Background: an optimization exercise with open tools, aiming at a short achievable clock period and few clock cycles. Do not read the settings as production practice.
Function not checked in this run: the RTL went through the layout flow alone.
No activity file was given, so power comes from the tool's default toggle rates.

$ cat flow/constraint.sdc
create_clock -name core_clock -period 11.0 [get_ports {clk}]
set_input_delay 2.2000 -clock core_clock [delete_from_list [all_inputs] [get_ports {clk}]]
set_output_delay 2.2000 -clock core_clock [all_outputs]
set_load 0.01 [all_outputs]
$ cat flow/flow/margin.txt
7.5
$ cat flow/flow/run.sh
#!/bin/bash
# Standard layout (the standard.sh, unchanged synthesis), with a larger
# setup margin for ORFS's timing repair so that it keeps improving the
# critical paths beyond the 11 ns constraint.
set -uo pipefail
MARGIN=$(cat flow/margin.txt 2>/dev/null || echo 7)
bash standard.sh SETUP_SLACK_MARGIN=$MARGIN finish > make_finish.log 2>&1
status=$?
cp -r orfs/logs orfs_logs_copy 2>/dev/null || true
exit $status
$ cat flow/config.mk
export PLATFORM = sky130hd
export DESIGN_NAME = zpc_mips
export DESIGN_NICKNAME = zpc_mips
export VERILOG_FILES = /design/flow/design.v
export SDC_FILE = /design/flow/constraint.sdc
export NUM_CORES = 4
export LEC_CHECK = 0
export ABC_CLOCK_PERIOD_IN_PS = 3000
export CAP_MARGIN = 20
export CORE_MARGIN = 2
export CORE_UTILIZATION = 40
export SLEW_MARGIN = 20
$ cat flow/standard.sh
#!/bin/bash
# synth_recipe.tcl (not shown) runs the flow's synth.tcl, then flattens the netlist and writes it again
# the make line also repeats each setting of config.mk as NAME=value (left out here)
make -C /OpenROAD-flow-scripts/flow DESIGN_CONFIG=/design/flow/config.mk WORK_HOME=/design/flow/orfs CLKGATE_MAP_FILE= SYNTH_SCRIPT=/design/flow/synth_recipe.tcl "${@:-finish}"
$ cat flow/design.v
module GND(output G);
  assign G = 1'b0;
endmodule
module VCC(output P);
  assign P = 1'b1;
endmodule
module INV(input I, output O);
  assign O = ~I;
endmodule
module AND2(input I0, input I1, output O);
  assign O = I0 & I1;
endmodule
module OR2(input I0, input I1, output O);
  assign O = I0 | I1;
endmodule
module XOR2(input I0, input I1, output O);
  assign O = I0 ^ I1;
endmodule
`timescale 1ns / 1ps
module ADC32(
	input [31:0] A,
	input [31:0] B,
	input C0,
	output [32:0] S
    );
	assign S = A + B + C0;
endmodule
`timescale 1ns / 1ps
module xor32(
input [31:0]A,
input [31:0]B,
output [31:0]res 
    );
assign res = A^B;
endmodule
`timescale 1ns / 1ps
module nor32(
input [31:0]A,
input [31:0]B,
output [31:0]res 
    );
assign res = ~(A|B);
endmodule
`timescale 1ns / 1ps
module srl32(
input [31:0]A,
input [31:0]B,
output [31:0]res 
    );
	 assign res = A >> 1;
endmodule
`timescale 1ns / 1ps
module or_bit_32(
	input [31:0] A,
	output o
    );
	assign o = ~|A;
endmodule
`timescale 1ns / 1ps
module   SignalExt_32 (input S, 
							  output [31:0]So 
							  ); 
			assign So = {32{S}}; 
endmodule
`timescale 1ns / 1ps
module or32(
input [31:0]A,
input [31:0]B,
output [31:0]res 
    );
assign res = A | B;
endmodule
`timescale 1ns / 1ps
module and32(
input [31:0]A,
input [31:0]B,
output [31:0]res    );
assign	 res = A & B;
endmodule
`timescale 1ns / 1ps
module mux8to1_32(
 input [31:0] x0,
 input [31:0] x1,
 input [31:0] x2,
 input [31:0] x3,
 input [31:0] x4,
 input [31:0] x5,
 input [31:0] x6,
 input [31:0] x7,
 input [2:0] sel,
 output reg [31:0] o 
    );
	always @(*)
		case(sel)
		3'h0: o = x0;
		3'h1: o = x1;
		3'h2: o = x2;
		3'h3: o = x3;
		3'h4: o = x4;
		3'h5: o = x5;
		3'h6: o = x6;
		3'h7: o = x7;
		endcase
endmodule
`timescale 1ns / 1ps
module mux4to1_5(
	input [1:0] sel,
	input [4:0] a,
	input [4:0] b,
	input [4:0] c,
	input [4:0] d,
	output reg [4:0] o
    );
	 always @(*) begin
	 case (sel)
	 2'b00: o = a;
	 2'b01: o = b;
	 2'b10: o = c;
	 2'b11: o = d;
	 endcase
	 end
endmodule
`timescale 1ns / 1ps
module mux4to1_32(
	input [1:0] sel,
	input [31:0] a,
	input [31:0] b,
	input [31:0] c,
	input [31:0] d,
	output reg [31:0] o
    );
	 always @(*) begin
	 case (sel)
	 2'b00: o = a;
	 2'b01: o = b;
	 2'b10: o = c;
	 2'b11: o = d;
	 endcase
	 end
endmodule
`timescale 1ns / 1ps
module mux2to1_32(
	input [31:0] a,
	input [31:0] b,
	input sel,
	output [31:0] o
    );
	 assign o = sel ? b : a;
endmodule
`timescale 1ns / 1ps
module Ext_32(imm_16, Imm_32);
input [15:0] imm_16;
output [31:0] Imm_32;
assign Imm_32 = {{16{imm_16[15]}}, imm_16};
endmodule
`timescale 1ns / 1ps
module Ext_32_Unsigned(imm_16,imm_32);
input [15:0] imm_16;
output [31:0] imm_32;
assign imm_32 = {{16{1'b0}}, imm_16};
endmodule
`timescale 1ns / 1ps
module PC_Minus_4(input [31:0] PC_Next, output [31:0] PC_Previous
    );
assign PC_Previous=PC_Next-32'h4;
endmodule
`timescale 1ns / 1ps
module REG32(input clk,
             input rst,
             input CE,
				 input [31:0]D,
             output reg[31:0]Q
);
  always @(posedge clk or posedge rst)
   if (rst==1) Q<=0;
   else if (CE) Q<=D;
endmodule
`timescale 1ns / 1ps
module Regs(input clk, rst, L_S,
input [4:0] R_addr_A, R_addr_B, Wt_addr,
input [31:0] Wt_data,
output [31:0] rdata_A, rdata_B
);
reg[31:0] register [1:31];  
integer i;
assign rdata_A= (R_addr_A== 0) ? 0 : register[R_addr_A]; 
assign rdata_B= (R_addr_B== 0) ? 0 : register[R_addr_B];  
always @(posedge clk or posedge rst)
begin if (rst==1) for (i=1; i<32; i=i+1) register[i] <= 0; 
else if ((Wt_addr!= 0) && (L_S == 1))
register[Wt_addr] <= Wt_data;  
end
endmodule
`timescale 1ns / 1ps
module CoPorcessor0(input clk, rst, we,
input [4:0] R_addr,Wt_addr,
input [31:0] Wt_data,
output [31:0] rdata
);
reg[31:0] register [0:31];  
integer i;
assign rdata=register[R_addr]; 
always @(posedge clk or posedge rst)
begin if (rst==1) for (i=0; i<32; i=i+1) register[i] <= 0; 
else if (we == 1)
register[Wt_addr] <= Wt_data;  
end
endmodule
`timescale 1ns / 1ps
module ctrl(input INT_KBD,
				input INT_CNT,
				input clk,
            input reset,
				input zero,
				input overflow,
				input MIO_ready,
				input [31:0] Inst_in,
				output reg MemRead,
				output reg MemWrite,
				output reg CPU_MIO,
				output reg IorD,
				output reg IRWrite,
				output reg RegWrite,
				output reg ALUSrcA,
				output reg PCWrite,
				output reg PCWriteCond,
				output reg Branch,
				output reg Unsigned,
				output reg CP0Write,
				output reg [1:0] CP0Dst,
				output reg [2:0] Cause,
				output reg [2:0] DatatoCP0,
				output reg [1:0] RegDst,
				output reg [2:0] MemtoReg,
				output reg [1:0] ALUSrcB,
				output reg [1:0] CP0Src,
				output reg [2:0] PCSource,
				output reg [2:0] ALU_operation,
				output reg [4:0] state_out,
				output reg Intr,
				output reg Int_status
    );
	 parameter IF = 5'b00000, ID=5'b00001, EX_R= 5'b00010, EX_Mem=5'b00011, EX_I= 5'b00100,
    WB_Lui=5'b00101, EX_beq=5'b00110, EX_bne= 5'b00111, EX_jr= 5'b01000, EX_jal=5'b01001,
    EX_j= 5'b01010, MEM_RD=5'b01011, MEM_WD= 5'b01100, WB_R= 5'b01101, WB_I=5'b01110, WB_LW=5'b01111, 
	 CP0_RD=5'b10000,CP0_WD=5'b10001,INT_WEPC=5'b10010,INT_WCAUSE=5'b10011,INT_WSHIFT=5'b10100,INT_JHANDLER=5'b10101,INT_RET=5'b10110,Error=5'b11111;
    parameter AND=3'b000, OR=3'b001, ADD=3'b010, SUB=3'b110, NOR=3'b100, SLT=3'b111, XOR=3'b011, SRL=3'b101;
    wire [5:0] opcode;
	 wire [4:0] rs;
	 wire [5:0] funct;
	 reg INT_SYS;
	 reg INT_UNIMPL;
	 assign opcode[5:0]=Inst_in[31:26];
	 assign rs[4:0]=Inst_in[25:21];
	 assign funct[5:0]=Inst_in[5:0];
    always @ (posedge clk or posedge reset)
    if (reset==1) 
	  begin  
		{PCWrite, PCWriteCond, IorD, MemRead, MemWrite, IRWrite, MemtoReg, PCSource, ALUSrcB, ALUSrcA, RegWrite, RegDst, CPU_MIO}<=19'h4A021; {CP0Write, CP0Dst, Cause, DatatoCP0}<=9'h000; Branch<=0; Unsigned<=0; ALU_operation<=ADD; state_out<= IF; Int_status=0; INT_SYS<=0; INT_UNIMPL<=0; Intr<=1;
	  end 
    else if((INT_KBD|INT_CNT)&&state_out==IF&&Int_status==0)
	  begin
		 {PCWrite, PCWriteCond, IorD, MemRead, MemWrite, IRWrite, MemtoReg, PCSource, ALUSrcB, ALUSrcA, RegWrite, RegDst, CPU_MIO}<=19'h00000; {CP0Write, CP0Dst, Cause, DatatoCP0}<=9'h145; Branch<=0; Unsigned<=0; ALU_operation<=ADD; state_out<=INT_WEPC; Int_status=1; Intr<=1; 
	  end
	 else
     case(state_out)
      IF: begin 
		     if(MIO_ready) 
			   begin
             {PCWrite, PCWriteCond, IorD, MemRead, MemWrite, IRWrite, MemtoReg, PCSource, ALUSrcB, ALUSrcA, RegWrite, RegDst, CPU_MIO}<=19'h00060; {CP0Write, CP0Dst, Cause, DatatoCP0}<=9'h000; Branch<=0; Unsigned<=0; ALU_operation<=ADD; state_out<= ID; INT_SYS<=1'b0; INT_UNIMPL<=1'b0; Intr<=1;end
           else 
			   begin 
				 {PCWrite, PCWriteCond, IorD, MemRead, MemWrite, IRWrite, MemtoReg, PCSource, ALUSrcB, ALUSrcA, RegWrite, RegDst, CPU_MIO}<=19'h4A021; {CP0Write, CP0Dst, Cause, DatatoCP0}<=9'h000; Branch<=0; Unsigned<=0; ALU_operation<=ADD; state_out<=IF; Intr<=1;
				end
          end
      ID: begin
				   case(opcode)
					  6'h0: 
					   begin 
					    case(funct)
							6'h8: begin {PCWrite, PCWriteCond, IorD, MemRead, MemWrite, IRWrite, MemtoReg, PCSource, ALUSrcB, ALUSrcA, RegWrite, RegDst, CPU_MIO}<=19'h40010; {CP0Write, CP0Dst, Cause, DatatoCP0}<=9'h000; Branch<=0; Unsigned<=0; ALU_operation<=ADD;state_out<=EX_jr; end  
							6'hc: begin {PCWrite, PCWriteCond, IorD, MemRead, MemWrite, IRWrite, MemtoReg, PCSource, ALUSrcB, ALUSrcA, RegWrite, RegDst, CPU_MIO}<=19'h00000; {CP0Write, CP0Dst, Cause, DatatoCP0}<=9'h144; Branch<=0; Unsigned<=0; ALU_operation<=ADD;state_out<=INT_WEPC; Int_status=1;INT_SYS<=1'b1; end  
						   default:
							 begin
							 {PCWrite, PCWriteCond, IorD, MemRead, MemWrite, IRWrite, MemtoReg, PCSource, ALUSrcB, ALUSrcA, RegWrite, RegDst, CPU_MIO}<=19'h00010; {CP0Write, CP0Dst, Cause, DatatoCP0}<=9'h000; Unsigned<=0; Branch<=0; 
							   case(funct)
							    6'b100000:	 ALU_operation<= ADD; 
                         6'b100010:  ALU_operation<= SUB; 
                         6'b100100:  ALU_operation<= AND; 
                         6'b100101:  ALU_operation<= OR; 
                         6'b101010:  ALU_operation<= SLT; 
                         6'b100111:  ALU_operation<= NOR; 
                         6'b000010:  ALU_operation<= SRL; 
                         6'b010110:  ALU_operation<= XOR; 
							  endcase
							  state_out<=EX_R;    
							 end
						 endcase
						end
					  6'h23: begin
							{PCWrite, PCWriteCond, IorD, MemRead, MemWrite, IRWrite, MemtoReg, PCSource, ALUSrcB, ALUSrcA, RegWrite, RegDst, CPU_MIO}<=19'h00050; {CP0Write, CP0Dst, Cause, DatatoCP0}<=9'h000; Branch<=0; Unsigned<=0; ALU_operation<=ADD;state_out<=EX_Mem; 
								end
					  6'h2b: begin
							{PCWrite, PCWriteCond, IorD, MemRead, MemWrite, IRWrite, MemtoReg, PCSource, ALUSrcB, ALUSrcA, RegWrite, RegDst, CPU_MIO}<=19'h00050; {CP0Write, CP0Dst, Cause, DatatoCP0}<=9'h000; Branch<=0; Unsigned<=0; ALU_operation<=ADD;state_out<=EX_Mem; 
								end
					  6'h4: begin 
							{PCWrite, PCWriteCond, IorD, MemRead, MemWrite, IRWrite, MemtoReg, PCSource, ALUSrcB, ALUSrcA, RegWrite, RegDst, CPU_MIO}<=19'h20090; {CP0Write, CP0Dst, Cause, DatatoCP0}<=9'h000; Branch<=1; Unsigned<=0; ALU_operation<=SUB;state_out<=EX_beq;  
								end
					  6'h5: begin 
							{PCWrite, PCWriteCond, IorD, MemRead, MemWrite, IRWrite, MemtoReg, PCSource, ALUSrcB, ALUSrcA, RegWrite, RegDst, CPU_MIO}<=19'h20090; {CP0Write, CP0Dst, Cause, DatatoCP0}<=9'h000; Branch<=0; Unsigned<=0; ALU_operation<=SUB;state_out<=EX_bne;  
								end
					  6'h2: begin 
							{PCWrite, PCWriteCond, IorD, MemRead, MemWrite, IRWrite, MemtoReg, PCSource, ALUSrcB, ALUSrcA, RegWrite, RegDst, CPU_MIO}<=19'h40160; {CP0Write, CP0Dst, Cause, DatatoCP0}<=9'h000; Branch<=0; Unsigned<=0; ALU_operation<=ADD; state_out<=EX_j;   
								end
					  6'h3:  begin 
							{PCWrite, PCWriteCond, IorD, MemRead, MemWrite, IRWrite, MemtoReg, PCSource, ALUSrcB, ALUSrcA, RegWrite, RegDst, CPU_MIO}<=19'h40d6c; {CP0Write, CP0Dst, Cause, DatatoCP0}<=9'h000; Branch<=0; Unsigned<=0; ALU_operation<=ADD;state_out<=EX_jal;  
								end
					  6'ha: begin 
							{PCWrite, PCWriteCond, IorD, MemRead, MemWrite, IRWrite, MemtoReg, PCSource, ALUSrcB, ALUSrcA, RegWrite, RegDst, CPU_MIO}<=19'h00050; {CP0Write, CP0Dst, Cause, DatatoCP0}<=9'h000; Branch<=0; Unsigned<=0; ALU_operation<= SLT;state_out<=EX_I;    
								end
					  6'h8:  begin 
							{PCWrite, PCWriteCond, IorD, MemRead, MemWrite, IRWrite, MemtoReg, PCSource, ALUSrcB, ALUSrcA, RegWrite, RegDst, CPU_MIO}<=19'h00050; {CP0Write, CP0Dst, Cause, DatatoCP0}<=9'h000; Branch<=0; Unsigned<=0; ALU_operation<= ADD;state_out<=EX_I;    
								end
					  6'h9:  begin 
							{PCWrite, PCWriteCond, IorD, MemRead, MemWrite, IRWrite, MemtoReg, PCSource, ALUSrcB, ALUSrcA, RegWrite, RegDst, CPU_MIO}<=19'h00050; {CP0Write, CP0Dst, Cause, DatatoCP0}<=9'h000; Branch<=0; Unsigned<=1; ALU_operation<= ADD;state_out<=EX_I;    
								end
					  6'h10: case(rs)
									5'h0:begin 
										{PCWrite, PCWriteCond, IorD, MemRead, MemWrite, IRWrite, MemtoReg, PCSource, ALUSrcB, ALUSrcA, RegWrite, RegDst, CPU_MIO}<=19'h01008; {CP0Write, CP0Dst, Cause, DatatoCP0}<=9'h000; Unsigned<=0; Branch<=0; ALU_operation<= ADD;state_out<=CP0_RD;  
											end
									5'h4:begin 
										{PCWrite, PCWriteCond, IorD, MemRead, MemWrite, IRWrite, MemtoReg, PCSource, ALUSrcB, ALUSrcA, RegWrite, RegDst, CPU_MIO}<=19'h00000; {CP0Write, CP0Dst, Cause, DatatoCP0}<=9'h100; Unsigned<=0; Branch<=0; ALU_operation<= ADD;state_out<=CP0_WD;  
											end
									default:
									   case(funct)
											6'h18:begin
											{PCWrite, PCWriteCond, IorD, MemRead, MemWrite, IRWrite, MemtoReg, PCSource, ALUSrcB, ALUSrcA, RegWrite, RegDst, CPU_MIO}<=19'h40200; {CP0Write, CP0Dst, Cause, DatatoCP0}<=9'h040; Unsigned<=0; Branch<=0; ALU_operation<= ADD;state_out<=INT_RET; Intr<=0;  
													 end
											default:begin
											{PCWrite, PCWriteCond, IorD, MemRead, MemWrite, IRWrite, MemtoReg, PCSource, ALUSrcB, ALUSrcA, RegWrite, RegDst, CPU_MIO}<=19'h00000; {CP0Write, CP0Dst, Cause, DatatoCP0}<=9'h144; Branch<=0; Unsigned<=0; ALU_operation<=ADD;state_out<=INT_WEPC; INT_UNIMPL<=1'b1;
														end
										endcase							
								endcase
					  6'hc: begin 
							{PCWrite, PCWriteCond, IorD, MemRead, MemWrite, IRWrite, MemtoReg, PCSource, ALUSrcB, ALUSrcA, RegWrite, RegDst, CPU_MIO}<=19'h00050; {CP0Write, CP0Dst, Cause, DatatoCP0}<=9'h000; Branch<=0; Unsigned<=0; ALU_operation<= AND;state_out<=EX_I;    
								end
					  6'hd: begin 
							{PCWrite, PCWriteCond, IorD, MemRead, MemWrite, IRWrite, MemtoReg, PCSource, ALUSrcB, ALUSrcA, RegWrite, RegDst, CPU_MIO}<=19'h00050; {CP0Write, CP0Dst, Cause, DatatoCP0}<=9'h000; Branch<=0; Unsigned<=0; ALU_operation<= OR;state_out<=EX_I;    
								end
					  6'he: begin 
							{PCWrite, PCWriteCond, IorD, MemRead, MemWrite, IRWrite, MemtoReg, PCSource, ALUSrcB, ALUSrcA, RegWrite, RegDst, CPU_MIO}<=19'h00050; {CP0Write, CP0Dst, Cause, DatatoCP0}<=9'h000; Branch<=0; Unsigned<=0; ALU_operation<= XOR;state_out<=EX_I;    
								end
					  6'hf: begin 
							{PCWrite, PCWriteCond, IorD, MemRead, MemWrite, IRWrite, MemtoReg, PCSource, ALUSrcB, ALUSrcA, RegWrite, RegDst, CPU_MIO}<=19'h00050; {CP0Write, CP0Dst, Cause, DatatoCP0}<=9'h000; Branch<=0; Unsigned<=0; ALU_operation<= ADD;state_out<=EX_I; 
								end
					  default: state_out<=IF;  
					  endcase        						
		    end
		EX_R: begin
				   {PCWrite, PCWriteCond, IorD, MemRead, MemWrite, IRWrite, MemtoReg, PCSource, ALUSrcB, ALUSrcA, RegWrite, RegDst, CPU_MIO}<=19'h0001a; {CP0Write, CP0Dst, Cause, DatatoCP0}<=9'h000; Branch<=0; Unsigned<=0; ALU_operation<=ADD; state_out<=WB_R;
		      end
	   EX_Mem: begin
					 case(opcode)
					 6'h23:  begin 
								{PCWrite, PCWriteCond, IorD, MemRead, MemWrite, IRWrite, MemtoReg, PCSource, ALUSrcB, ALUSrcA, RegWrite, RegDst, CPU_MIO}<=19'h18051; {CP0Write, CP0Dst, Cause, DatatoCP0}<=9'h000; Branch<=0; Unsigned<=0; ALU_operation<=ADD;state_out<=MEM_RD; 
								end
					 6'h2b:  begin
								{PCWrite, PCWriteCond, IorD, MemRead, MemWrite, IRWrite, MemtoReg, PCSource, ALUSrcB, ALUSrcA, RegWrite, RegDst, CPU_MIO}<=19'h14051; {CP0Write, CP0Dst, Cause, DatatoCP0}<=9'h000; Branch<=0; Unsigned<=0; ALU_operation<=ADD;state_out<=MEM_WD; 
								end
					 endcase
					end
		EX_I: begin 
		       case(opcode)
				 6'hf:begin {PCWrite, PCWriteCond, IorD, MemRead, MemWrite, IRWrite, MemtoReg, PCSource, ALUSrcB, ALUSrcA, RegWrite, RegDst, CPU_MIO}<=19'h00868; {CP0Write, CP0Dst, Cause, DatatoCP0}<=9'h000; Branch<=0; Unsigned<=0; ALU_operation<= ADD;state_out<=WB_Lui; end
				 default:begin{PCWrite, PCWriteCond, IorD, MemRead, MemWrite, IRWrite, MemtoReg, PCSource, ALUSrcB, ALUSrcA, RegWrite, RegDst, CPU_MIO}<=19'h00058; {CP0Write, CP0Dst, Cause, DatatoCP0}<=9'h000; Branch<=0; Unsigned<=0; ALU_operation<=ADD;state_out<=WB_I; end
				 endcase
				end
	   EX_beq: begin {PCWrite, PCWriteCond, IorD, MemRead, MemWrite, IRWrite, MemtoReg, PCSource, ALUSrcB, ALUSrcA, RegWrite, RegDst, CPU_MIO}<=19'h4A021; {CP0Write, CP0Dst, Cause, DatatoCP0}<=9'h000; Branch<=0; Unsigned<=0; ALU_operation<=ADD; state_out<=IF; end
		EX_bne: begin {PCWrite, PCWriteCond, IorD, MemRead, MemWrite, IRWrite, MemtoReg, PCSource, ALUSrcB, ALUSrcA, RegWrite, RegDst, CPU_MIO}<=19'h4A021; {CP0Write, CP0Dst, Cause, DatatoCP0}<=9'h000; Branch<=0; Unsigned<=0; ALU_operation<=ADD; state_out<=IF; end
		EX_jr: begin {PCWrite, PCWriteCond, IorD, MemRead, MemWrite, IRWrite, MemtoReg, PCSource, ALUSrcB, ALUSrcA, RegWrite, RegDst, CPU_MIO}<=19'h4A021; {CP0Write, CP0Dst, Cause, DatatoCP0}<=9'h000; Branch<=0; Unsigned<=0; ALU_operation<=ADD; state_out<=IF; end
		EX_jal: begin {PCWrite, PCWriteCond, IorD, MemRead, MemWrite, IRWrite, MemtoReg, PCSource, ALUSrcB, ALUSrcA, RegWrite, RegDst, CPU_MIO}<=19'h4A021; {CP0Write, CP0Dst, Cause, DatatoCP0}<=9'h000; Branch<=0; Unsigned<=0; ALU_operation<=ADD; state_out<=IF; end
		EX_j: begin {PCWrite, PCWriteCond, IorD, MemRead, MemWrite, IRWrite, MemtoReg, PCSource, ALUSrcB, ALUSrcA, RegWrite, RegDst, CPU_MIO}<=19'h4A021; {CP0Write, CP0Dst, Cause, DatatoCP0}<=9'h000; Branch<=0; Unsigned<=0; ALU_operation<=ADD; state_out<=IF; end
		MEM_RD: begin {PCWrite, PCWriteCond, IorD, MemRead, MemWrite, IRWrite, MemtoReg, PCSource, ALUSrcB, ALUSrcA, RegWrite, RegDst, CPU_MIO}<=19'h00408; {CP0Write, CP0Dst, Cause, DatatoCP0}<=9'h000; Branch<=0; Unsigned<=0; ALU_operation<=ADD; state_out<=WB_LW; end 
		MEM_WD: begin {PCWrite, PCWriteCond, IorD, MemRead, MemWrite, IRWrite, MemtoReg, PCSource, ALUSrcB, ALUSrcA, RegWrite, RegDst, CPU_MIO}<=19'h4A021; {CP0Write, CP0Dst, Cause, DatatoCP0}<=9'h000; Branch<=0; Unsigned<=0; ALU_operation<=ADD; state_out<=IF; end
		CP0_RD: begin {PCWrite, PCWriteCond, IorD, MemRead, MemWrite, IRWrite, MemtoReg, PCSource, ALUSrcB, ALUSrcA, RegWrite, RegDst, CPU_MIO}<=19'h4A021; {CP0Write, CP0Dst, Cause, DatatoCP0}<=9'h000; Branch<=0; Unsigned<=0; ALU_operation<=ADD; state_out<=IF; end
		CP0_WD: begin {PCWrite, PCWriteCond, IorD, MemRead, MemWrite, IRWrite, MemtoReg, PCSource, ALUSrcB, ALUSrcA, RegWrite, RegDst, CPU_MIO}<=19'h4A021; {CP0Write, CP0Dst, Cause, DatatoCP0}<=9'h000; Branch<=0; Unsigned<=0; ALU_operation<=ADD; state_out<=IF; end
		WB_LW: begin {PCWrite, PCWriteCond, IorD, MemRead, MemWrite, IRWrite, MemtoReg, PCSource, ALUSrcB, ALUSrcA, RegWrite, RegDst, CPU_MIO}<=19'h4A021; {CP0Write, CP0Dst, Cause, DatatoCP0}<=9'h000; Branch<=0; Unsigned<=0; ALU_operation<=ADD; state_out<=IF; end
		WB_R: begin {PCWrite, PCWriteCond, IorD, MemRead, MemWrite, IRWrite, MemtoReg, PCSource, ALUSrcB, ALUSrcA, RegWrite, RegDst, CPU_MIO}<=19'h4A021; {CP0Write, CP0Dst, Cause, DatatoCP0}<=9'h000; Branch<=0; Unsigned<=0; ALU_operation<=ADD; state_out<=IF; end
		WB_I: begin {PCWrite, PCWriteCond, IorD, MemRead, MemWrite, IRWrite, MemtoReg, PCSource, ALUSrcB, ALUSrcA, RegWrite, RegDst, CPU_MIO}<=19'h4A021; {CP0Write, CP0Dst, Cause, DatatoCP0}<=9'h000; Branch<=0; Unsigned<=0; ALU_operation<=ADD; state_out<=IF; end
		WB_Lui: begin {PCWrite, PCWriteCond, IorD, MemRead, MemWrite, IRWrite, MemtoReg, PCSource, ALUSrcB, ALUSrcA, RegWrite, RegDst, CPU_MIO}<=19'h4A021; {CP0Write, CP0Dst, Cause, DatatoCP0}<=9'h000; Branch<=0; Unsigned<=0; ALU_operation<=ADD; state_out<=IF; end
		INT_WEPC: begin 
						{PCWrite, PCWriteCond, IorD, MemRead, MemWrite, IRWrite, MemtoReg, PCSource, ALUSrcB, ALUSrcA, RegWrite, RegDst, CPU_MIO}<=19'h00000; state_out<=INT_WCAUSE;
						if(INT_KBD) {CP0Write, CP0Dst, Cause, DatatoCP0}<=9'h181;
						else if(INT_CNT) {CP0Write, CP0Dst, Cause, DatatoCP0}<=9'h1a1;
						else if(INT_SYS) begin {CP0Write, CP0Dst, Cause, DatatoCP0}<=9'h189; INT_SYS<=1'b0; end 
						else if(INT_UNIMPL) begin {CP0Write, CP0Dst, Cause, DatatoCP0}<=9'h191; INT_UNIMPL<=1'b0; end
						else if(overflow) {CP0Write, CP0Dst, Cause, DatatoCP0}<=9'h199;
						else {CP0Write, CP0Dst, Cause, DatatoCP0}<=9'h000;
				    end
		INT_WCAUSE: begin {PCWrite, PCWriteCond, IorD, MemRead, MemWrite, IRWrite, MemtoReg, PCSource, ALUSrcB, ALUSrcA, RegWrite, RegDst, CPU_MIO}<=19'h00000; {CP0Write, CP0Dst, Cause, DatatoCP0}<=9'h1c1; state_out<=INT_WSHIFT;end
		INT_WSHIFT: begin {PCWrite, PCWriteCond, IorD, MemRead, MemWrite, IRWrite, MemtoReg, PCSource, ALUSrcB, ALUSrcA, RegWrite, RegDst, CPU_MIO}<=19'h40280; {CP0Write, CP0Dst, Cause, DatatoCP0}<=9'h000; state_out<=INT_JHANDLER;end
		INT_JHANDLER: begin {PCWrite, PCWriteCond, IorD, MemRead, MemWrite, IRWrite, MemtoReg, PCSource, ALUSrcB, ALUSrcA, RegWrite, RegDst, CPU_MIO}<=19'h4A021; {CP0Write, CP0Dst, Cause, DatatoCP0}<=9'h000; Branch<=0; Unsigned<=0; ALU_operation<=ADD; state_out<=IF;end
		INT_RET: begin {PCWrite, PCWriteCond, IorD, MemRead, MemWrite, IRWrite, MemtoReg, PCSource, ALUSrcB, ALUSrcA, RegWrite, RegDst, CPU_MIO}<=19'h4A021; {CP0Write, CP0Dst, Cause, DatatoCP0}<=9'h000; Branch<=0; Unsigned<=0; ALU_operation<=ADD; state_out<=IF; Int_status=0; Intr<=1;end
		Error: begin {PCWrite, PCWriteCond, IorD, MemRead, MemWrite, IRWrite, MemtoReg, PCSource, ALUSrcB, ALUSrcA, RegWrite, RegDst, CPU_MIO}<=19'h00000; {CP0Write, CP0Dst, Cause, DatatoCP0}<=9'h144; Branch<=0; Unsigned<=0; ALU_operation<=ADD;state_out<=INT_WEPC; INT_UNIMPL<=1'b1; Intr<=1; end 
		endcase
endmodule
`timescale 1ns / 1ps
module alu_MUSER_Muliti_CPU(A, 
                            ALU_operation, 
                            B, 
                            overflow, 
                            res, 
                            zero);
    input [31:0] A;
    input [2:0] ALU_operation;
    input [31:0] B;
   output overflow;
   assign overflow = 1'b0;
   output [31:0] res;
   output zero;
   wire N0;
   wire [32:0] S;
   wire [31:0] XLXN;
   wire [31:0] XLXN_11;
   wire [31:0] XLXN_19;
   wire [31:0] XLXN_21;
   wire [31:0] XLXN_22;
   wire [31:0] XLXN_28;
   wire [31:0] XLXN_30;
   wire [31:0] res_DUMMY;
   assign res[31:0] = res_DUMMY[31:0];
   ADC32  XLXI_4 (.A(A[31:0]), 
                 .B(XLXN_11[31:0]), 
                 .C0(ALU_operation[2]), 
                 .S(S[32:0]));
   xor32  XLXI_5 (.A(A[31:0]), 
                 .B(B[31:0]), 
                 .res(XLXN_28[31:0]));
   nor32  XLXI_6 (.A(A[31:0]), 
                 .B(B[31:0]), 
                 .res(XLXN[31:0]));
   srl32  XLXI_7 (.A(A[31:0]), 
                 .B(B[31:0]), 
                 .res(XLXN_30[31:0]));
   or_bit_32  XLXI_8 (.A(res_DUMMY[31:0]), 
                     .o(zero));
   xor32  XLXI_9 (.A(XLXN_19[31:0]), 
                 .B(B[31:0]), 
                 .res(XLXN_11[31:0]));
   SignalExt_32  XLXI_10 (.S(ALU_operation[2]), 
                         .So(XLXN_19[31:0]));
   or32  XLXI_18 (.A(A[31:0]), 
                 .B(B[31:0]), 
                 .res(XLXN_22[31:0]));
   and32  XLXI_19 (.A(A[31:0]), 
                  .B(B[31:0]), 
                  .res(XLXN_21[31:0]));
   mux8to1_32  XLXI_20 (.sel(ALU_operation[2:0]), 
                       .x0(XLXN_21[31:0]), 
                       .x1(XLXN_22[31:0]), 
                       .x2(S[31:0]), 
                       .x3(XLXN_28[31:0]), 
                       .x4(XLXN[31:0]), 
                       .x5(XLXN_30[31:0]), 
                       .x6(S[31:0]), 
                       .x7({N0, N0, N0, N0, N0, N0, N0, N0, N0, N0, N0, N0, N0, 
         N0, N0, N0, N0, N0, N0, N0, N0, N0, N0, N0, N0, N0, N0, N0, N0, N0, 
         N0, S[32]}), 
                       .o(res_DUMMY[31:0]));
   GND  XLXI_21 (.G(N0));
endmodule
`timescale 1ns / 1ps
module Data_path_MUSER_Muliti_CPU(ALUSrcA, 
                                  ALUSrcB, 
                                  ALU_operation, 
                                  Branch, 
                                  Cause, 
                                  clk, 
                                  CP0Dst, 
                                  CP0Write, 
                                  DatatoCP0, 
                                  data2CPU, 
                                  IorD, 
                                  IRWrite, 
                                  MemtoReg, 
                                  MIO_ready, 
                                  PCSource, 
                                  PCWrite, 
                                  PCWriteCond, 
                                  RegDst, 
                                  RegWrite, 
                                  reset, 
                                  Unsigned, 
                                  data_out, 
                                  Inst, 
                                  M_addr, 
                                  overflow, 
                                  PC_Current, 
                                  zero);
    input ALUSrcA;
    input [1:0] ALUSrcB;
    input [2:0] ALU_operation;
    input Branch;
    input [2:0] Cause;
    input clk;
    input [1:0] CP0Dst;
    input CP0Write;
    input [2:0] DatatoCP0;
    input [31:0] data2CPU;
    input IorD;
    input IRWrite;
    input [2:0] MemtoReg;
    input MIO_ready;
    input [2:0] PCSource;
    input PCWrite;
    input PCWriteCond;
    input [1:0] RegDst;
    input RegWrite;
    input reset;
    input Unsigned;
   output [31:0] data_out;
   output [31:0] Inst;
   output [31:0] M_addr;
   output overflow;
   output [31:0] PC_Current;
   output zero;
   wire [31:0] ALU_Out;
   wire [4:0] CP0_addr;
   wire [31:0] CP0_out;
   wire [31:0] CP0_WData;
   wire [31:0] Data_in;
   wire [31:0] Imm_32;
   wire N0;
   wire [31:0] PC_Previous;
   wire V5;
   wire [4:0] Wt_addr;
   wire [31:0] Wt_data;
   wire [31:0] XLXN_41;
   wire [31:0] XLXN_42;
   wire [31:0] XLXN_48;
   wire [31:0] XLXN_49;
   wire XLXN_56;
   wire XLXN_61;
   wire XLXN_62;
   wire XLXN_65;
   wire XLXN_70;
   wire [31:0] XLXN_75;
   wire [31:0] XLXN_103;
   wire [31:0] XLXN_104;
   wire [31:0] PC_Current_DUMMY;
   wire zero_DUMMY;
   wire [31:0] Inst_DUMMY;
   wire [31:0] data_out_DUMMY;
   assign data_out[31:0] = data_out_DUMMY[31:0];
   assign Inst[31:0] = Inst_DUMMY[31:0];
   assign PC_Current[31:0] = PC_Current_DUMMY[31:0];
   assign zero = zero_DUMMY;
   REG32  ALUOut (.CE(V5), 
                 .clk(clk), 
                 .D(XLXN_42[31:0]), 
                 .rst(N0), 
                 .Q(ALU_Out[31:0]));
   Ext_32  EXT (.imm_16(Inst_DUMMY[15:0]), 
               .Imm_32(XLXN_104[31:0]));
   REG32  IR (.CE(IRWrite), 
             .clk(clk), 
             .D(data2CPU[31:0]), 
             .rst(N0), 
             .Q(Inst_DUMMY[31:0]));
   REG32  MDR (.CE(V5), 
              .clk(clk), 
              .D(data2CPU[31:0]), 
              .rst(N0), 
              .Q(Data_in[31:0]));
   mux4to1_5  mux2 (.a(Inst_DUMMY[20:16]), 
                   .b(Inst_DUMMY[15:11]), 
                   .c({V5, V5, V5, V5, V5}), 
                   .d({N0, N0, N0, N0, N0}), 
                   .sel(RegDst[1:0]), 
                   .o(Wt_addr[4:0]));
   mux4to1_32  mux3 (.a(data_out_DUMMY[31:0]), 
                    .b({N0, N0, N0, N0, N0, N0, N0, N0, N0, N0, N0, N0, N0, N0, 
         N0, N0, N0, N0, N0, N0, N0, N0, N0, N0, N0, N0, N0, N0, N0, V5, N0, 
         N0}), 
                    .c(Imm_32[31:0]), 
                    .d({Imm_32[29:0], N0, N0}), 
                    .sel(ALUSrcB[1:0]), 
                    .o(XLXN_41[31:0]));
   mux2to1_32  mux4 (.a(PC_Current_DUMMY[31:0]), 
                    .b(XLXN_48[31:0]), 
                    .sel(ALUSrcA), 
                    .o(XLXN_49[31:0]));
   mux2to1_32  mux6 (.a(PC_Current_DUMMY[31:0]), 
                    .b(ALU_Out[31:0]), 
                    .sel(IorD), 
                    .o(M_addr[31:0]));
   REG32  PC (.CE(XLXN_70), 
             .clk(clk), 
             .D(XLXN_75[31:0]), 
             .rst(reset), 
             .Q(PC_Current_DUMMY[31:0]));
   alu_MUSER_Muliti_CPU  U1 (.A(XLXN_49[31:0]), 
                            .ALU_operation(ALU_operation[2:0]), 
                            .B(XLXN_41[31:0]), 
                            .overflow(overflow), 
                            .res(XLXN_42[31:0]), 
                            .zero(zero_DUMMY));
   Regs  U2 (.clk(clk), 
            .L_S(RegWrite), 
            .rst(reset), 
            .R_addr_A(Inst_DUMMY[25:21]), 
            .R_addr_B(Inst_DUMMY[20:16]), 
            .Wt_addr(Wt_addr[4:0]), 
            .Wt_data(Wt_data[31:0]), 
            .rdata_A(XLXN_48[31:0]), 
            .rdata_B(data_out_DUMMY[31:0]));
   XOR2  XLXI_21 (.I0(zero_DUMMY), 
                 .I1(Branch), 
                 .O(XLXN_56));
   INV  XLXI_22 (.I(XLXN_56), 
                .O(XLXN_61));
   AND2  XLXI_23 (.I0(XLXN_61), 
                 .I1(PCWriteCond), 
                 .O(XLXN_62));
   OR2  XLXI_24 (.I0(XLXN_62), 
                .I1(PCWrite), 
                .O(XLXN_65));
   AND2  XLXI_25 (.I0(XLXN_65), 
                 .I1(MIO_ready), 
                 .O(XLXN_70));
   GND  XLXI_26 (.G(N0));
   VCC  XLXI_27 (.P(V5));
   Ext_32_Unsigned  XLXI_29 (.imm_16(Inst_DUMMY[15:0]), 
                            .imm_32(XLXN_103[31:0]));
   mux2to1_32  XLXI_30 (.a(XLXN_104[31:0]), 
                       .b(XLXN_103[31:0]), 
                       .sel(Unsigned), 
                       .o(Imm_32[31:0]));
   mux8to1_32  XLXI_33 (.sel(MemtoReg[2:0]), 
                       .x0(ALU_Out[31:0]), 
                       .x1(Data_in[31:0]), 
                       .x2({Inst_DUMMY[15:0], N0, N0, N0, N0, N0, N0, N0, N0, 
         N0, N0, N0, N0, N0, N0, N0, N0}), 
                       .x3(PC_Current_DUMMY[31:0]), 
                       .x4(CP0_out[31:0]), 
                       .x5(32'h0),
                       .x6(32'h0),
                       .x7(32'h0),
                       .o(Wt_data[31:0]));
   mux8to1_32  XLXI_35 (.sel(PCSource[2:0]), 
                       .x0(XLXN_42[31:0]), 
                       .x1(ALU_Out[31:0]), 
                       .x2({PC_Current_DUMMY[31:28], Inst_DUMMY[25:0], N0, 
         N0}), 
                       .x3(ALU_Out[31:0]), 
                       .x4(CP0_out[31:0]), 
                       .x5({N0, N0, N0, N0, N0, N0, N0, N0, N0, N0, N0, N0, N0, 
         N0, N0, N0, N0, N0, N0, N0, N0, N0, N0, N0, N0, N0, V5, N0, V5, N0, 
         N0, N0}), 
                       .x6(32'h0),
                       .x7(32'h0),
                       .o(XLXN_75[31:0]));
   mux4to1_5  XLXI_42 (.a(Inst_DUMMY[15:11]), 
                      .b({N0, V5, V5, N0, N0}), 
                      .c({N0, V5, V5, N0, V5}), 
                      .d({N0, V5, V5, V5, N0}), 
                      .sel(CP0Dst[1:0]), 
                      .o(CP0_addr[4:0]));
   CoPorcessor0  XLXI_57 (.clk(clk), 
                         .rst(reset), 
                         .R_addr(CP0_addr[4:0]), 
                         .we(CP0Write), 
                         .Wt_addr(CP0_addr[4:0]), 
                         .Wt_data(CP0_WData[31:0]), 
                         .rdata(CP0_out[31:0]));
   mux8to1_32  XLXI_61 (.sel(DatatoCP0[2:0]), 
                       .x0(data_out_DUMMY[31:0]), 
                       .x1({N0, N0, N0, N0, N0, N0, N0, N0, N0, N0, N0, N0, N0, 
         N0, N0, N0, N0, N0, N0, N0, N0, N0, N0, N0, N0, N0, N0, N0, N0, 
         Cause[2:0]}), 
                       .x2({CP0_out[31:1], V5}), 
                       .x3({N0, N0, N0, N0, CP0_out[31:4]}), 
                       .x4(PC_Current_DUMMY[31:0]), 
                       .x5(PC_Previous[31:0]), 
                       .x6(32'h0),
                       .x7(32'h0),
                       .o(CP0_WData[31:0]));
   PC_Minus_4  XLXI_62 (.PC_Next(PC_Current_DUMMY[31:0]), 
                       .PC_Previous(PC_Previous[31:0]));
endmodule
`timescale 1ns / 1ps
module Muliti_CPU(clk, 
                  Data_in, 
                  INT_CNT, 
                  INT_KBD, 
                  MIO_ready, 
                  reset, 
                  Addr_out, 
                  CPU_MIO, 
                  Data_out, 
                  inst_out, 
                  Intr, 
                  INT_STATE, 
                  mem_w, 
                  PC_out, 
                  state);
    input clk;
    input [31:0] Data_in;
    input INT_CNT;
    input INT_KBD;
    input MIO_ready;
    input reset;
   output [31:0] Addr_out;
   output CPU_MIO;
   output [31:0] Data_out;
   output [31:0] inst_out;
   output Intr;
   output INT_STATE;
   output mem_w;
   output [31:0] PC_out;
   output [4:0] state;
   wire ALUSrcA;
   wire [1:0] ALUSrcB;
   wire [2:0] ALU_operation;
   wire Branch;
   wire [2:0] Cause;
   wire [1:0] CP0Dst;
   wire CP0Write;
   wire [2:0] DatatoCP0;
   wire IorD;
   wire IRWrite;
   wire MemRead;
   wire [2:0] MemtoReg;
   wire MemWrite;
   wire neg_MemRead;
   wire overflow;
   wire PCWrite;
   wire PCWriteCond;
   wire [2:0] PC_Source;
   wire [1:0] RegDst;
   wire RegWrite;
   wire Unsigned;
   wire zero;
   wire [31:0] inst_out_DUMMY;
   assign inst_out[31:0] = inst_out_DUMMY[31:0];
   ctrl  U1_1 (.clk(clk), 
              .Inst_in(inst_out_DUMMY[31:0]), 
              .INT_CNT(INT_CNT), 
              .INT_KBD(INT_KBD), 
              .MIO_ready(MIO_ready), 
              .overflow(overflow), 
              .reset(reset), 
              .zero(zero), 
              .ALUSrcA(ALUSrcA), 
              .ALUSrcB(ALUSrcB[1:0]), 
              .ALU_operation(ALU_operation[2:0]), 
              .Branch(Branch), 
              .Cause(Cause[2:0]), 
              .CPU_MIO(CPU_MIO), 
              .CP0Dst(CP0Dst[1:0]), 
              .CP0Write(CP0Write), 
              .DatatoCP0(DatatoCP0[2:0]), 
              .Intr(Intr), 
              .Int_status(INT_STATE), 
              .IorD(IorD), 
              .IRWrite(IRWrite), 
              .MemRead(MemRead), 
              .MemtoReg(MemtoReg[2:0]), 
              .MemWrite(MemWrite), 
              .PCSource(PC_Source[2:0]), 
              .PCWrite(PCWrite), 
              .PCWriteCond(PCWriteCond), 
              .RegDst(RegDst[1:0]), 
              .RegWrite(RegWrite), 
              .state_out(state[4:0]), 
              .Unsigned(Unsigned));
   Data_path_MUSER_Muliti_CPU  U1_2 (.ALUSrcA(ALUSrcA), 
                   .ALUSrcB(ALUSrcB[1:0]), 
                   .ALU_operation(ALU_operation[2:0]), 
                   .Branch(Branch), 
                   .Cause(Cause[2:0]), 
                   .clk(clk), 
                   .CP0Dst(CP0Dst[1:0]), 
                   .CP0Write(CP0Write), 
                   .DatatoCP0(DatatoCP0[2:0]), 
                   .data2CPU(Data_in[31:0]), 
                   .IorD(IorD), 
                   .IRWrite(IRWrite), 
                   .MemtoReg(MemtoReg[2:0]), 
                   .MIO_ready(MIO_ready), 
                   .PCSource(PC_Source[2:0]), 
                   .PCWrite(PCWrite), 
                   .PCWriteCond(PCWriteCond), 
                   .RegDst(RegDst[1:0]), 
                   .RegWrite(RegWrite), 
                   .reset(reset), 
                   .Unsigned(Unsigned), 
                   .data_out(Data_out[31:0]), 
                   .Inst(inst_out_DUMMY[31:0]), 
                   .M_addr(Addr_out[31:0]), 
                   .overflow(overflow), 
                   .PC_Current(PC_out[31:0]), 
                   .zero(zero));
   INV  XLXI_4 (.I(MemRead), 
               .O(neg_MemRead));
   AND2  XLXI_5 (.I0(MemWrite), 
                .I1(neg_MemRead), 
                .O(mem_w));
endmodule
`timescale 1ns / 1ps
module zpc_mips(
    input         clk,
    input         reset,
    input  [31:0] Data_in,
    input         INT_KBD,
    input         INT_CNT,
    output [31:0] Addr_out,
    output [31:0] Data_out,
    output        mem_w
);
  integer k;
  reg  [31:0] A;         
  reg  [31:0] Dout;      
  reg         wr;        
  reg         bfetch;    
  reg         bload;     
  reg  [4:0]  ld_rd;     
  reg  [31:0] nf;        
  assign Addr_out = A;
  assign Data_out = Dout;
  assign mem_w    = wr;
  reg  [31:0] rf   [1:31];
  reg  [31:1] rf_ok;      
  reg  [31:0] cp0  [0:31];
  reg  [31:0] c0_ok;      
  reg         inh;        
  reg         kbd_r, cnt_r;
  reg         vd;
  reg  [31:0] IRd;
  reg  [31:0] pc4d;
  wire [5:0]  op  = IRd[31:26];
  wire [4:0]  rs  = IRd[25:21];
  wire [4:0]  rt  = IRd[20:16];
  wire [4:0]  rd  = IRd[15:11];
  wire [5:0]  fn  = IRd[5:0];
  wire [15:0] imm = IRd[15:0];
  wire [31:0] simm = {{16{imm[15]}}, imm};
  wire [31:0] zimm = {16'h0, imm};
  wire d_r     = op == 6'h00;
  wire d_jr    = d_r && fn == 6'h08;
  wire d_sys   = d_r && fn == 6'h0c;
  wire d_alur  = d_r && !d_jr && !d_sys;
  wire d_lw    = op == 6'h23;
  wire d_sw    = op == 6'h2b;
  wire d_beq   = op == 6'h04;
  wire d_bne   = op == 6'h05;
  wire d_jal   = op == 6'h03;
  wire d_addi  = op == 6'h08;
  wire d_addiu = op == 6'h09;
  wire d_slti  = op == 6'h0a;
  wire d_andi  = op == 6'h0c;
  wire d_ori   = op == 6'h0d;
  wire d_xori  = op == 6'h0e;
  wire d_lui   = op == 6'h0f;
  wire d_c0    = op == 6'h10;
  wire d_mfc0  = d_c0 && rs == 5'd0;
  wire d_mtc0  = d_c0 && rs == 5'd4;
  wire d_eret  = d_c0 && rs != 5'd0 && rs != 5'd4 && fn == 6'h18;
  wire d_unimp = d_c0 && rs != 5'd0 && rs != 5'd4 && fn != 6'h18;
  wire        d_we = d_alur | d_addi | d_addiu | d_slti | d_andi | d_ori |
                     d_xori | d_lui | d_mfc0 | d_jal;
  wire [4:0]  d_wa = d_jal ? 5'd31 : (d_alur ? rd : rt);
  wire d_s_sub = d_alur && fn == 6'h22;
  wire d_s_and = (d_alur && fn == 6'h24) || d_andi;
  wire d_s_or  = (d_alur && fn == 6'h25) || d_ori;
  wire d_s_nor = d_alur && fn == 6'h27;
  wire d_s_xor = (d_alur && fn == 6'h16) || d_xori;
  wire d_s_slt = (d_alur && fn == 6'h2a) || d_slti;
  wire d_s_srl = d_alur && fn == 6'h02;
  wire d_s_x   = d_lui || d_jal || d_mfc0;
  wire d_s_add = !(d_s_sub | d_s_and | d_s_or | d_s_nor | d_s_xor | d_s_slt |
                   d_s_srl | d_s_x);
  wire d_br   = d_beq | d_bne;
  wire d_pred = d_br && (rs == rt ? d_beq : d_bne);
  wire [31:0] d_btgt = pc4d + {simm[29:0], 2'b00};
  reg         ve;
  reg  [31:0] pc4e, opA, opB, opX, btgt;
  reg  [4:0]  e_rs, e_rt, e_wa, e_rd;
  reg         e_we, e_xr;
  reg         e_lw, e_sw, e_mem, e_br, e_beq, e_pred, e_jr, e_sys, e_exc, e_eret, e_mtc0;
  reg         s_add, s_sub, s_and, s_or, s_nor, s_xor, s_slt, s_srl, s_x;
  wire stallE   = bload && ld_rd != 5'd0 && (ld_rd == e_rs || ld_rd == e_rt);
  wire take_int = ve && (kbd_r | cnt_r) && !inh;
  wire goE      = ve && !stallE && !take_int;
  wire [31:0] sum  = opA + opX;
  wire [31:0] diff = opA - opX;
  wire        ge   = opA >= opX;
  wire [31:0] ewd  = ({32{s_add}} & sum) |
                     ({32{s_sub}} & diff) |
                     ({32{s_and}} & (opA & opX)) |
                     ({32{s_or }} & (opA | opX)) |
                     ({32{s_nor}} & ~(opA | opX)) |
                     ({32{s_xor}} & (opA ^ opX)) |
                     ({32{s_slt}} & {31'h0, ge}) |
                     ({32{s_srl}} & {1'b0, opA[31:1]}) |
                     ({32{s_x  }} & opX);
  wire        ewe  = goE && e_we;
  wire eq     = opA == opB;
  wire taken  = e_beq ? eq : !eq;
  wire mispr  = goE && e_br && (taken != e_pred);
  wire selSum = goE && (e_mem || e_jr);           
  wire redirO = take_int || (goE && (e_exc || e_eret));
  wire redirE = redirO || mispr || (goE && e_jr);
  wire memE   = goE && e_mem;
  wire [31:0] cp0_12 = c0_ok[12] ? cp0[12] : 32'h0;
  wire advD   = vd && (!ve || goE);               
  wire redirD = advD && d_pred;
  wire takeF  = bfetch && (!vd || advD);          
  wire accF   = takeF && !redirE && !redirD;
  wire [31:0] a4 = A + 32'd4;
  wire        fj = Data_in[31:27] == 5'b00001;    
  wire [31:0] fnext = fj ? {a4[31:28], Data_in[25:0], 2'b00} : a4;
  wire [31:0] rfA = (rs != 5'd0 && rf_ok[rs]) ? rf[rs] : 32'h0;
  wire [31:0] rfB = (rt != 5'd0 && rf_ok[rt]) ? rf[rt] : 32'h0;
  wire        eA  = ewe && e_wa != 5'd0 && e_wa == rs;
  wire        eB  = ewe && e_wa != 5'd0 && e_wa == rt;
  wire        lA  = bload && ld_rd != 5'd0 && ld_rd == rs;
  wire        lB  = bload && ld_rd != 5'd0 && ld_rd == rt;
  wire [31:0] vA0 = lA ? Data_in : rfA;
  wire [31:0] vB0 = lB ? Data_in : rfB;
  wire [31:0] vA  = eA ? ewd : vA0;
  wire [31:0] vB  = eB ? ewd : vB0;
  wire [31:0] c0r = (goE && e_mtc0 && e_rd == rd) ? opB :
                    (c0_ok[rd] ? cp0[rd] : 32'h0);
  wire [31:0] vX0 = d_r    ? vB0 :
                    d_lui  ? {imm, 16'h0} :
                    d_jal  ? pc4d :
                    d_mfc0 ? c0r :
                    d_addiu ? zimm : simm;
  wire [31:0] vX  = (d_r && eB) ? ewd : vX0;
  reg [31:0] nextA;
  always @(*) begin
    if (selSum)                   nextA = sum;
    else if (mispr)               nextA = taken ? btgt : pc4e;
    else if (take_int || (goE && e_exc)) nextA = 32'h28;
    else if (goE && e_eret)       nextA = cp0_12;
    else if (redirD)              nextA = d_btgt;
    else if (bfetch)              nextA = takeF ? fnext : A;
    else                          nextA = nf;
  end
  always @(posedge clk or posedge reset) begin
    if (reset) begin
      A <= 32'h0; wr <= 1'b0; bfetch <= 1'b1; bload <= 1'b0;
      vd <= 1'b0; ve <= 1'b0;
    end else begin
      A <= nextA;
      wr <= memE && e_sw;
      bload <= memE && e_lw;
      bfetch <= !memE;
      vd <= !redirE && (accF || (vd && !advD));
      ve <= !redirE && (advD || (ve && !goE));
    end
  end
  always @(posedge clk) begin
    if (memE) begin
      ld_rd <= e_rt; Dout <= opB;
      if (!redirD && !takeF && bfetch) nf <= A;
      else if (redirD) nf <= d_btgt;
      else if (bfetch) nf <= fnext;
    end else if (!bfetch && redirD) begin
      nf <= d_btgt;
    end
    if (takeF) begin IRd <= Data_in; pc4d <= a4; end
    if (advD) begin
      pc4e <= pc4d; opA <= vA; opB <= vB; opX <= vX; btgt <= d_btgt;
      e_rs <= rs; e_rt <= rt; e_wa <= d_wa; e_rd <= rd; e_we <= d_we; e_xr <= d_r;
      e_lw <= d_lw; e_sw <= d_sw; e_mem <= d_lw | d_sw; e_br <= d_br; e_beq <= d_beq;
      e_pred <= d_pred; e_jr <= d_jr; e_sys <= d_sys; e_exc <= d_sys | d_unimp;
      e_eret <= d_eret; e_mtc0 <= d_mtc0;
      s_add <= d_s_add; s_sub <= d_s_sub; s_and <= d_s_and; s_or <= d_s_or;
      s_nor <= d_s_nor; s_xor <= d_s_xor; s_slt <= d_s_slt; s_srl <= d_s_srl;
      s_x <= d_s_x;
    end else if (stallE) begin
      if (ld_rd == e_rs) opA <= Data_in;
      if (ld_rd == e_rt) opB <= Data_in;
      if (ld_rd == e_rt && e_xr) opX <= Data_in;
    end
  end
  always @(posedge clk) begin
    for (k = 1; k < 32; k = k + 1)
      if (ewe && e_wa == k) rf[k] <= ewd;
      else if (bload && ld_rd == k) rf[k] <= Data_in;
  end
  always @(posedge clk or posedge reset) begin
    if (reset) rf_ok <= 31'h0;
    else
      for (k = 1; k < 32; k = k + 1)
        if ((ewe && e_wa == k) || (bload && ld_rd == k)) rf_ok[k] <= 1'b1;
  end
  wire c0exc = take_int || (goE && e_exc);
  reg  [2:0] cause;
  always @(*) begin
    if (kbd_r)      cause = 3'd0;
    else if (cnt_r) cause = 3'd4;
    else if (e_sys) cause = 3'd1;
    else            cause = 3'd2;
  end
  always @(posedge clk) begin
    if (c0exc) begin
      cp0[12] <= take_int ? pc4e - 32'd4 : pc4e;
      cp0[13] <= {29'h0, cause};
      cp0[14] <= 32'h0;
    end else if (goE && e_mtc0) begin
      cp0[e_rd] <= opB;
    end
  end
  always @(posedge clk or posedge reset) begin
    if (reset) begin
      c0_ok <= 32'h0; inh <= 1'b0; kbd_r <= 1'b0; cnt_r <= 1'b0;
    end else begin
      kbd_r <= INT_KBD; cnt_r <= INT_CNT;
      if (c0exc) begin
        c0_ok[12] <= 1'b1; c0_ok[13] <= 1'b1; c0_ok[14] <= 1'b1;
      end else if (goE && e_mtc0) begin
        c0_ok[e_rd] <= 1'b1;
      end
      if (take_int || (goE && e_sys)) inh <= 1'b1;
      else if (goE && e_eret) inh <= 1'b0;
    end
  end
endmodule
==> results.cfg <==
[status]
status = did not finish
lastStage = 5_1_grt
firstError = [ERROR GRT-0232] Routing congestion too high. Check the congestion heatmap in the GUI.

[synthesis]
synthArstFlopShare_pct = 4.19
synth_cells = 10000
synthFlopType = edfxtp_1
ys_seq_area_share_pct = 59.8
avgSynthCellArea_um2 = 12.2
syn-num-nets = 10200
ys_seq_elements = 2457
ys_warn_count = 34
yosys.cell_types.count = 102
netlist_area_mm2 = 0.122
synth_edf_count = 2349

[cts]
clock-root-buffer = clkbuf_16
h-tree-depth = 5
cts_sinks = 2457
clockBufferDepth = 4
ctsHoldBuffers = 0
numCtsBuffers = 282

[global_routing]
grt_max_degree = 70
grtUsageTotal_pct = 48.4
overflow = 1

[place]
dp_hpwl_um = 361000
gp_congestion = 1.05
port_buffers = 100

[die]
initial_core_util_pct = 40.1
ios = 101
rows = 203
die_y_um = 557
fp.dieW_um = 557
## kinds of logic after synthesis
kind of cell / Yosys count / synth area share, %
AOI/OAI and AO/OA: 3046 / 16.6
buffers and inverters: 1120 / 3.58
muxes: 566 / 7.85
and+or+nand+nor: 2507 / 9.12
xor gates and xnor gates: 204 / 1.46
adders and majority gates: 144 / 1.49
DFF: 2457 / 59.8
## stage by stage
stage / hold slack [ns] / worst slack [ns] / area [um2] / cells
floorplan: 0.421 / 6.79 / 123000 / 10000
global placement: 0.440 / 4.47 / 129000 / 13700
detailed placement: 0.443 / 4.22 / 129000 / 13700
CTS: 0.456 / 6.89 / 156000 / 15000
## power groups by stage
stage,combinational (mW),sequential (mW),clock [mW]
3_5_place_dp,19.5,14.0,0
3_3_place_gp,19.3,14.0,0
2_1_floorplan,10.7,13.4,0
4_1_cts,29.5,13.5,9.37
## worst max path at each step
stage / endpoint / slack, ns
floorplan: rf[20][0]$_DFFE_PP_ / 6.79
global placement: opA[23]$_DFFE_PP_ / 4.47
detailed placement: opA[23]$_DFFE_PP_ / 4.22
CTS: opX[29]$_DFFE_PP_ / 6.89
## cell usage after synthesis, types with 23 or more instances
| library cell | n | area [um2] |
|---|---|---|
| and2_1 | 76 | 475 |
| o31ai_1 | 24 | 180 |
| o21ai_0 | 482 | 2410 |
| and3_1 | 28 | 175 |
| nand2b_1 | 39 | 244 |
| buf_2 | 105 | 526 |
| inv_1 | 157 | 589 |
| mux4_2 | 308 | 6940 |
| nand4_1 | 143 | 895 |
| a21o_1 | 41 | 308 |
| o21bai_1 | 42 | 315 |
| buf_1 | 96 | 360 |
| nand2_1 | 660 | 2480 |
| nor4_1 | 41 | 257 |
| edfxtp_1 | 2349 | 70500 |
| a211oi_1 | 63 | 473 |
| a22o_1 | 277 | 2430 |
| xnor2_1 | 115 | 1010 |
| a222oi_1 | 46 | 460 |
| a31oi_1 | 40 | 250 |
| ha_1 | 141 | 1760 |
| mux2_2 | 68 | 766 |
| nand3_1 | 148 | 741 |
| clkbuf_1 | 748 | 2810 |
| o221ai_1 | 31 | 272 |
| o211ai_1 | 44 | 330 |
| a21oi_1 | 1014 | 5070 |
| o22ai_1 | 49 | 307 |
| xor2_1 | 89 | 780 |
| a211o_1 | 37 | 324 |
| dfrtp_1 | 102 | 2550 |
| a221o_1 | 32 | 320 |
| or2_2 | 41 | 257 |
| nor2_1 | 1093 | 4100 |
| or3_1 | 36 | 225 |
| mux2i_1 | 190 | 1900 |
| a221oi_1 | 340 | 2980 |
| a22oi_1 | 303 | 2270 |
| nor2b_1 | 26 | 163 |
| o21a_1 | 23 | 173 |
| nor3_1 | 98 | 490 |
## layer usage
metal / track usage [%] / GRT overflow
met1: 51.8 / 0
met2: 59.8 / 1
met3: 35.0 / 0
met4: 42.4 / 0
met5: 25.1 / 0
## repair_timing
item                       in CTS
cloned                        147
resized for setup            2193
buffers inserted              634
pin swaps                     349
setup endpoints to repair    3781
